Background: an optimization exercise with open tools, aiming at small area. Do not read the settings as production practice. Only simulation tests tie the RTL to the original design; equivalence was not proved.

job 8535:
// fp_mult
module fp_mult (clk, reset, a, b, res);
  input clk;
  input reset;
  input [31:0] a;
  input [31:0] b;
  output reg [31:0] res;
  wire [7:0] xe0;
  wire [23:0] ma0, mb0;
  fpm_pre pre (.a(a), .b(b), .xe(xe0), .ma(ma0), .mb(mb0));
  reg s1;
  reg [7:0] xe1;
  reg [23:0] ma1, mb1;
  always @(posedge clk) begin
    s1 <= a[31] ^ b[31];
    xe1 <= xe0;
    ma1 <= ma0;
    mb1 <= mb0;
  end
  wire [24:0] ph1;
  wire g1;
  fpm_mul mul (.ma(ma1), .mb(mb1), .ph(ph1), .g(g1));
  reg s2;
  reg [7:0] xe2;
  reg [24:0] ph2;
  reg g2;
  always @(posedge clk) begin
    s2 <= s1;
    xe2 <= xe1;
    ph2 <= ph1;
    g2 <= g1;
  end
  wire [30:0] r2;
  fpm_round rnd (.xe(xe2), .ph(ph2), .g(g2), .r(r2));
  reg [31:0] r3;
  always @(posedge clk) r3 <= {s2, r2};
  always @(posedge clk) res <= reset ? r3 : 32'd0;
endmodule
For scale: about 3500 cells after synthesis, about 160 flip-flops, roughly 98 I/O pins, ~0.024 mm² of cells after synthesis.
export LEC_CHECK = 0
export ABC_AREA = 1
export CAP_MARGIN = 0
export CORE_MARGIN = 2
export CORE_UTILIZATION = 60
export CTS_BUF_LIST = sky130_fd_sc_hd__clkbuf_8
export SLEW_MARGIN = 0
export SYNTH_HIERARCHICAL = 1
export SYNTH_MINIMUM_KEEP_SIZE = 0
create_clock -name core_clock -period 8.0 [get_ports {clk}]
standard.sh (not shown) runs the stock make flow with config.mk's settings and CLKGATE_MAP_FILE= SYNTH_SCRIPT=/design/flow/synth_recipe.tcl, a recipe that flattens the netlist after the stock synthesis.
==> flow/flow/run.sh <==
#!/bin/bash
# Layout flow: the standard ORFS flow (standard synthesis unchanged) with
#  - plain buf_1 cells as the port buffers global placement inserts (every
#    input and output port still gets its own buffer);
#  - clock tree built from clkbuf_8 (clkbuf_16 at the root), without the
#    dummy loads CTS otherwise adds for balancing.
set -euo pipefail
export BUFFER_PORTS_ARGS="-buffer_cell sky130_fd_sc_hd__buf_1"
export CTS_ARGS="-sink_clustering_enable -repair_clock_nets -buf_list sky130_fd_sc_hd__clkbuf_8 -root_buf sky130_fd_sc_hd__clkbuf_16 -dont_use_dummy_load"
bash standard.sh > standard_flow.log 2>&1
Relative to job 8535, the following input files were edited for job 3823:
diff --git a/flow/config.mk b/flow/config.mk
--- a/flow/config.mk
+++ b/flow/config.mk
@@ -6,8 +6,7 @@
 export NUM_CORES = 4
 export LEC_CHECK = 0
-export ABC_AREA = 1
 export CAP_MARGIN = 0
 export CORE_MARGIN = 2
-export CORE_UTILIZATION = 60
+export CORE_UTILIZATION = 70
 export CTS_BUF_LIST = sky130_fd_sc_hd__clkbuf_8
 export SLEW_MARGIN = 0
Number of standard cells after synthesis, job 8535 and job 3823, lower one = job 3823. Summary of the comparison: fraction of area in multi-input gates is higher in job 3823, relative to job 8535. Job 3823 went all the way through the flow, and no timing, DRC or antenna check failed. Job 3823 vs. job 8535: share of cell area taken by muxes after synthesis up 1.5 points; die boundary height down 42 µm; transition at the pin with the smallest max-transition slack up 0.0063 ns; via count down 5555. Fmax (job 3823 vs. job 8535) decreases by a little under 10%.
Relative to job 3823, the following input files were edited for job 2247:
==> flow/flow/run.sh <==
#!/bin/bash
# Layout flow: the standard ORFS flow (standard synthesis unchanged),
# with the port buffers that global placement inserts made plain buf_1
# cells instead of the tool's default choice. Every input and output port
# still gets its own buffer.
set -euo pipefail
export BUFFER_PORTS_ARGS="-buffer_cell sky130_fd_sc_hd__buf_1"
bash standard.sh > standard_flow.log 2>&1
diff --git a/flow/config.mk b/flow/config.mk
--- a/flow/config.mk
+++ b/flow/config.mk
@@ -8,6 +8,7 @@
 export CAP_MARGIN = 0
 export CORE_MARGIN = 2
-export CORE_UTILIZATION = 70
-export CTS_BUF_LIST = sky130_fd_sc_hd__clkbuf_8
+export CORE_UTILIZATION = 60
+export CTS_BUF_LIST = sky130_fd_sc_hd__clkbuf_4 sky130_fd_sc_hd__clkbuf_8 sky130_fd_sc_hd__clkbuf_16
+export CTS_CLUSTER_SIZE = 30
 export SLEW_MARGIN = 0
 export SYNTH_HIERARCHICAL = 1
- Job 2247 finished every step from synthesis to the final layout, and the layout passed the timing, DRC and antenna checks.
- Compared with job 3823, in job 2247 number of ordinary and repair buffers in the finished layout shows a reduction of 4, number of antenna violations at the first check in global routing shows a reduction of 1.
- Largest fanout on the critical path, job 2247 and job 3823: higher on job 3823
Input-level comparison between job 2351 and job 2247:
==> flow/flow/run.sh <==
#!/bin/bash
# Layout flow: the standard ORFS flow (standard synthesis unchanged) with
#  - plain buf_1 cells as the port buffers global placement inserts (every
#    input and output port still gets its own buffer);
#  - clock tree built from clkbuf_8 (clkbuf_16 at the root), without the
#    dummy loads CTS otherwise adds for balancing.
set -euo pipefail
export BUFFER_PORTS_ARGS="-buffer_cell sky130_fd_sc_hd__buf_1"
export CTS_ARGS="-sink_clustering_enable -repair_clock_nets -buf_list sky130_fd_sc_hd__clkbuf_8 -root_buf sky130_fd_sc_hd__clkbuf_16 -dont_use_dummy_load"
bash standard.sh > standard_flow.log 2>&1
diff --git a/flow/config.mk b/flow/config.mk
--- a/flow/config.mk
+++ b/flow/config.mk
@@ -9,6 +9,5 @@
 export CORE_MARGIN = 2
 export CORE_UTILIZATION = 60
-export CTS_BUF_LIST = sky130_fd_sc_hd__clkbuf_4 sky130_fd_sc_hd__clkbuf_8 sky130_fd_sc_hd__clkbuf_16
-export CTS_CLUSTER_SIZE = 30
+export CTS_BUF_LIST = sky130_fd_sc_hd__clkbuf_8
 export SLEW_MARGIN = 0
 export SYNTH_HIERARCHICAL = 1
--- outcome ---
- Looking only at amount of wire on met3 after detailed routing, and setting everything else aside, the lower value of job 2351 and job 2247 goes to job 2247.
- Taking job 2247 as the reference point, the core utilization of job 2351 falls by 1.3 points.
- Job 2351 vs. job 2247: later-pin clock latency in the skew report went down by 0.05 ns.
- The final reports for job 2351 and job 2247 show synthesis-to-finish area growth lower in the former.
- Compared with job 2247, count of non-filler cells in the finished layout in job 2351 decreased slightly.
For job 670, these inputs were changed with respect to job 2351:
diff --git a/flow/config.mk b/flow/config.mk
--- a/flow/config.mk
+++ b/flow/config.mk
@@ -10,4 +10,5 @@
 export CORE_UTILIZATION = 60
 export CTS_BUF_LIST = sky130_fd_sc_hd__clkbuf_8
+export PLACE_DENSITY = 0.8
 export SLEW_MARGIN = 0
 export SYNTH_HIERARCHICAL = 1
[summary]
On final-layout worst hold slack, job 2351 loses to job 670.
On total vias in the final route: between job 2351 and job 670, it ends up higher for job 670.
Compared with job 2351, job 670 shows a share of post-route cells with drive strength above 1 that is 0.20 points lower.
Where final critical delay including setup and external delays is concerned, job 2351 is better than job 670.

-- re-timing with driven ports --
The results above use ideal ports. As a check the final layouts listed here were re-extracted and re-timed, cells and wires unchanged. Step 1 assumes that a clkbuf_16 drives the clock port and a buf_2 every other input. Step 2, shift: input delay + t, output delay - t, t = (earliest + latest rising clock arrival at the registers) / 2. This alone moves slack from input paths to output paths. a / b / c = no drivers / after step 1 / after step 2; a / b = the first two.
| run | t (ns) | setup WS [ns] | hold WS [ns] | latest minus earliest clock arrival (ns) | worst data-port slew with drivers (ns) |
|---|---|---|---|---|---|
| job 8535 | 0.486 | 1.133 / 1.133 / 1.133 | 0.327 / 0.327 / 0.327 | 0.050 / 0.050 | 0.06 |
| job 3823 | 0.422 | 0.578 / 0.578 / 0.578 | 0.312 / 0.312 / 0.312 | 0.052 / 0.052 | 0.03 |
| job 2247 | 0.498 | 0.806 / 0.806 / 0.806 | 0.324 / 0.324 / 0.324 | 0.023 / 0.023 | 0.05 |
| job 2351 | 0.438 | 0.773 / 0.773 / 0.773 | 0.304 / 0.304 / 0.304 | 0.047 / 0.047 | 0.05 |
| job 670 | 0.426 | 0.727 / 0.727 / 0.727 | 0.318 / 0.318 / 0.318 | 0.034 / 0.033 | 0.04 |
After both steps every run listed still meets setup and hold.
